Background: an optimization exercise with open tools, aiming at small area, a short achievable clock period and few clock cycles per item. Do not read the settings as production practice. RTL that was checked went through simulation tests only; none was proved equivalent to the original.

==> inputs of 04-13 <==
// multiplier_iterative
module multiplier_iterative(
    input clk,
    input logic valid_in,
    input logic[31:0] a,
    input logic[31:0] b,
    output logic valid_out,
    output logic[63:0] r
);
clock: 6.0 ns
lec_check: 0
cap_margin: 20
core_margin: 2
core_utilization: 60
slew_margin: 20
run.sh (not shown) runs the stock make flow with config.mk's settings and CLKGATE_MAP_FILE= SYNTH_SCRIPT=/design/flow/synth_recipe.tcl, a recipe that flattens the netlist after the stock synthesis.
==> 08-12: changes against 04-13 <==
--- a/flow/design.v
+++ b/flow/design.v
@@ -7,11 +7,11 @@
     output logic[63:0] r
 );
     logic [31:0] mc;                    
     logic [2:0] n;                      
     logic [63:0] x;                     
-    logic [14:0] p;                     
+    logic [6:0] p;                      
     wire [3:0] ga = {|a[31:25], |a[31:17], |a[31:9], |a[31:1]};
     wire [3:0] gb = {|b[31:25], |b[31:17], |b[31:9], |b[31:1]};
     wire [3:0] ha = {|a[31:24], |a[31:16], |a[31:8], |a[31:0]};
     wire [3:0] hb = {|b[31:24], |b[31:16], |b[31:8], |b[31:0]};
     wire la = |(ha & ~ga);              
@@ -473,42 +473,44 @@
     wire fc207 = (fs172 & fc138) | (fs172 & fc171) | (fc138 & fc171);
     wire fs208 = x[30] ^ pp7[31] ^ fc172;
     wire fc208 = (x[30] & pp7[31]) | (x[30] & fc172) | (pp7[31] & fc172);
     wire [40:0] s = {1'b0, x[31], fs208, fs207, fs206, fs205, fs204, fs203, fs202, fs201, fs200, fs199, fs198, fs197, fs196, fs195, fs194, fs193, fs192, fs191, fs190, fs189, fs188, fs187, fs186, fs185, fs184, fs183, fs182, fs181, fs180, fs179, fs178, fs177, fs176, fs175, fs174, fs173, hs7, pp0[1], pp0[0]};
     wire [40:0] c = {1'b0, fc208, fc207, fc206, fc205, fc204, fc203, fc202, fc201, fc200, fc199, fc198, fc197, fc196, fc195, fc194, fc193, fc192, fc191, fc190, fc189, fc188, fc187, fc186, fc185, fc184, fc183, fc182, fc181, fc180, fc179, fc178, fc177, fc176, fc175, fc174, fc173, hc7, pp2[0], pp1[0], 1'b0};
-    function automatic [4:0] add4(input [3:0] u, input [3:0] v, input ci);
-        add4 = {1'b0, u} + {1'b0, v} + {4'd0, ci};
+    function automatic [8:0] add8(input [7:0] u, input [7:0] v, input ci);
+        logic [7:0] g, t, gg, tt;
+        integer k, m;
+        g = u & v;
+        t = u ^ v;
+        g[0] = g[0] | (t[0] & ci);
+        gg = g;
+        tt = t;
+        for (m = 1; m < 8; m = m * 2)
+            for (k = 7; k >= m; k = k - 1) begin
+                gg[k] = gg[k] | (tt[k] & gg[k-m]);
+                tt[k] = tt[k] & tt[k-m];
+            end
+        add8 = {gg[7], t ^ {gg[6:0], ci}};
     endfunction
-    logic [4:0] sg [0:15];
-    integer j;
-    always @(*) begin
-        for (j = 0; j < 10; j = j + 1)
-            sg[j] = add4(s[4*j +: 4], c[4*j +: 4], (j >= 3) ? p[j-3] : 1'b0);
-        sg[10] = add4(x[35:32], {3'd0, s[40] | c[40]}, p[7]);    
-        for (j = 11; j < 16; j = j + 1)
-            sg[j] = add4(x[4*j-8 +: 4], 4'd0, p[j-3]);
-    end
-    logic [63:0] xs;
-    logic [14:0] ps;
-    logic [63:0] pw;
-    always @(*) begin
-        for (j = 0; j < 16; j = j + 1) xs[4*j +: 4] = sg[j][3:0];
-        for (j = 0; j < 15; j = j + 1) ps[j] = sg[j][4];
-        pw = 64'd0;
-        for (j = 0; j < 15; j = j + 1) pw[4*j+4] = p[j];
-    end
-    assign r = x + pw;
+    wire [8:0] s0 = add8(s[7:0], c[7:0], 1'b0);
+    wire [8:0] s1 = add8(s[15:8], c[15:8], 1'b0);
+    wire [8:0] s2 = add8(s[23:16], c[23:16], p[0]);
+    wire [8:0] s3 = add8(s[31:24], c[31:24], p[1]);
+    wire [8:0] s4 = add8(s[39:32], c[39:32], p[2]);
+    wire [8:0] s5 = add8(x[39:32], {7'd0, s[40] | c[40]}, p[3]);    
+    wire [8:0] s6 = add8(x[47:40], 8'd0, p[4]);
+    wire [8:0] s7 = add8(x[55:48], 8'd0, p[5]);
+    assign r = x + {p[6], 7'd0, p[5], 7'd0, p[4], 7'd0, p[3], 7'd0, p[2], 7'd0, p[1], 7'd0, p[0], 8'd0};
     always_ff @(posedge clk) begin
         if (valid_in) begin
             mc <= mcs;
             x <= start;
-            p <= 15'd0;
+            p <= 7'd0;
             n <= nm;
             valid_out <= !gm[0];
         end else if (!valid_out) begin
-            x <= xs;
-            p <= ps;
+            x <= {s7[7:0], s6[7:0], s5[7:0], s4[7:0], s3[7:0], s2[7:0], s1[7:0], s0[7:0]};
+            p <= {s6[8], s5[8], s4[8], s3[8], s2[8], s1[8], s0[8]};
             n <= n - 1'b1;
             if (n == 3'd1) valid_out <= 1'b1;
         end
     end
 endmodule
==> 10-23: changes against 04-13 <==
--- a/flow/design.v
+++ b/flow/design.v
@@ -7,11 +7,11 @@
     output logic[63:0] r
 );
     logic [31:0] mc;                    
     logic [2:0] n;                      
     logic [63:0] x;                     
-    logic [14:0] p;                     
+    logic [6:0] p;                      
     wire [3:0] ga = {|a[31:25], |a[31:17], |a[31:9], |a[31:1]};
     wire [3:0] gb = {|b[31:25], |b[31:17], |b[31:9], |b[31:1]};
     wire [3:0] ha = {|a[31:24], |a[31:16], |a[31:8], |a[31:0]};
     wire [3:0] hb = {|b[31:24], |b[31:16], |b[31:8], |b[31:0]};
     wire la = |(ha & ~ga);              
@@ -473,42 +473,44 @@
     wire fc207 = (fs172 & fc138) | (fs172 & fc171) | (fc138 & fc171);
     wire fs208 = x[30] ^ pp7[31] ^ fc172;
     wire fc208 = (x[30] & pp7[31]) | (x[30] & fc172) | (pp7[31] & fc172);
     wire [40:0] s = {1'b0, x[31], fs208, fs207, fs206, fs205, fs204, fs203, fs202, fs201, fs200, fs199, fs198, fs197, fs196, fs195, fs194, fs193, fs192, fs191, fs190, fs189, fs188, fs187, fs186, fs185, fs184, fs183, fs182, fs181, fs180, fs179, fs178, fs177, fs176, fs175, fs174, fs173, hs7, pp0[1], pp0[0]};
     wire [40:0] c = {1'b0, fc208, fc207, fc206, fc205, fc204, fc203, fc202, fc201, fc200, fc199, fc198, fc197, fc196, fc195, fc194, fc193, fc192, fc191, fc190, fc189, fc188, fc187, fc186, fc185, fc184, fc183, fc182, fc181, fc180, fc179, fc178, fc177, fc176, fc175, fc174, fc173, hc7, pp2[0], pp1[0], 1'b0};
-    function automatic [4:0] add4(input [3:0] u, input [3:0] v, input ci);
-        add4 = {1'b0, u} + {1'b0, v} + {4'd0, ci};
+    function automatic [8:0] add8(input [7:0] u, input [7:0] v, input ci);
+        logic [7:0] g, t, gg, tt;
+        integer k, m;
+        g = u & v;
+        t = u ^ v;
+        g[0] = g[0] | (t[0] & ci);
+        gg = g;
+        tt = t;
+        for (m = 1; m < 8; m = m * 2)
+            for (k = 7; k >= m; k = k - 1) begin
+                gg[k] = gg[k] | (tt[k] & gg[k-m]);
+                tt[k] = tt[k] & tt[k-m];
+            end
+        add8 = {gg[7], t ^ {gg[6:0], ci}};
     endfunction
-    logic [4:0] sg [0:15];
-    integer j;
-    always @(*) begin
-        for (j = 0; j < 10; j = j + 1)
-            sg[j] = add4(s[4*j +: 4], c[4*j +: 4], (j >= 3) ? p[j-3] : 1'b0);
-        sg[10] = add4(x[35:32], {3'd0, s[40] | c[40]}, p[7]);    
-        for (j = 11; j < 16; j = j + 1)
-            sg[j] = add4(x[4*j-8 +: 4], 4'd0, p[j-3]);
-    end
-    logic [63:0] xs;
-    logic [14:0] ps;
-    logic [63:0] pw;
-    always @(*) begin
-        for (j = 0; j < 16; j = j + 1) xs[4*j +: 4] = sg[j][3:0];
-        for (j = 0; j < 15; j = j + 1) ps[j] = sg[j][4];
-        pw = 64'd0;
-        for (j = 0; j < 15; j = j + 1) pw[4*j+4] = p[j];
-    end
-    assign r = x + pw;
+    wire [8:0] s0 = add8(s[7:0], c[7:0], 1'b0);
+    wire [8:0] s1 = add8(s[15:8], c[15:8], 1'b0);
+    wire [8:0] s2 = add8(s[23:16], c[23:16], p[0]);
+    wire [8:0] s3 = add8(s[31:24], c[31:24], p[1]);
+    wire [8:0] s4 = add8(s[39:32], c[39:32], p[2]);
+    wire [8:0] s5 = add8(x[39:32], {7'd0, s[40] | c[40]}, p[3]);    
+    wire [8:0] s6 = add8(x[47:40], 8'd0, p[4]);
+    wire [8:0] s7 = add8(x[55:48], 8'd0, p[5]);
+    assign r = x + {p[6], 7'd0, p[5], 7'd0, p[4], 7'd0, p[3], 7'd0, p[2], 7'd0, p[1], 7'd0, p[0], 8'd0};
     always_ff @(posedge clk) begin
         if (valid_in) begin
             mc <= mcs;
             x <= start;
-            p <= 15'd0;
+            p <= 7'd0;
             n <= nm;
             valid_out <= !gm[0];
         end else if (!valid_out) begin
-            x <= xs;
-            p <= ps;
+            x <= {s7[7:0], s6[7:0], s5[7:0], s4[7:0], s3[7:0], s2[7:0], s1[7:0], s0[7:0]};
+            p <= {s6[8], s5[8], s4[8], s3[8], s2[8], s1[8], s0[8]};
             n <= n - 1'b1;
             if (n == 3'd1) valid_out <= 1'b1;
         end
     end
 endmodule
--- a/flow/config.mk
+++ b/flow/config.mk
@@ -6,6 +6,7 @@
 export NUM_CORES = 4
 export LEC_CHECK = 0
 export CAP_MARGIN = 20
 export CORE_MARGIN = 2
 export CORE_UTILIZATION = 60
+export CTS_BUF_LIST = sky130_fd_sc_hd__clkbuf_8 sky130_fd_sc_hd__clkbuf_4
 export SLEW_MARGIN = 20
==> summary of the runs <==
The lowest worst hold slack belongs to 08-12, the highest to 04-13. The lowest global-route usage belongs to 10-23, the highest to 04-13. In 04-13 the clock-buffer cell count is higher than in 08-12, by 8.
Testbench counts of 08-12, summed over its fixed seeds: cycles 61,899, items 24,000.
Testbench counts of 10-23, summed over its fixed seeds: cycles 61,899, items 24,000.
Function not checked in 04-13: the RTL went through the layout flow alone.

==> static timing again, ports no longer ideal <==
The flow's constraints put no driver on any port. The routed layouts listed below were extracted and timed again, unchanged, in two steps. Step 1 (the two cells are an assumption about what drives the block):
set clk [get_ports {clk}]
set_driving_cell -lib_cell sky130_fd_sc_hd__clkbuf_16 $clk
set_driving_cell -lib_cell sky130_fd_sc_hd__buf_2 [delete_from_list [all_inputs] $clk]
Step 2 also shifts input and output timing later by t, the mid clock arrival at the registers, as if the neighbouring blocks saw the same clock. Three values: no drivers, after step 1, after step 2; two values: the first two.
run	t, ns	setup WS [ns]	hold WS [ns]	latest minus earliest clock arrival (ns)	worst data-port slew with drivers (ns)
04-13	0.468	0.469 / 0.421 / 0.889	0.500 / 0.500 / 0.500	0.015 / 0.015	0.04
08-12	0.410	0.540 / 0.540 / 0.540	0.490 / 0.490 / 0.490	0.011 / 0.012	0.04
10-23	0.427	0.539 / 0.539 / 0.539	0.499 / 0.499 / 0.499	0.014 / 0.015	0.04
After both steps setup and hold are still met in every run listed.
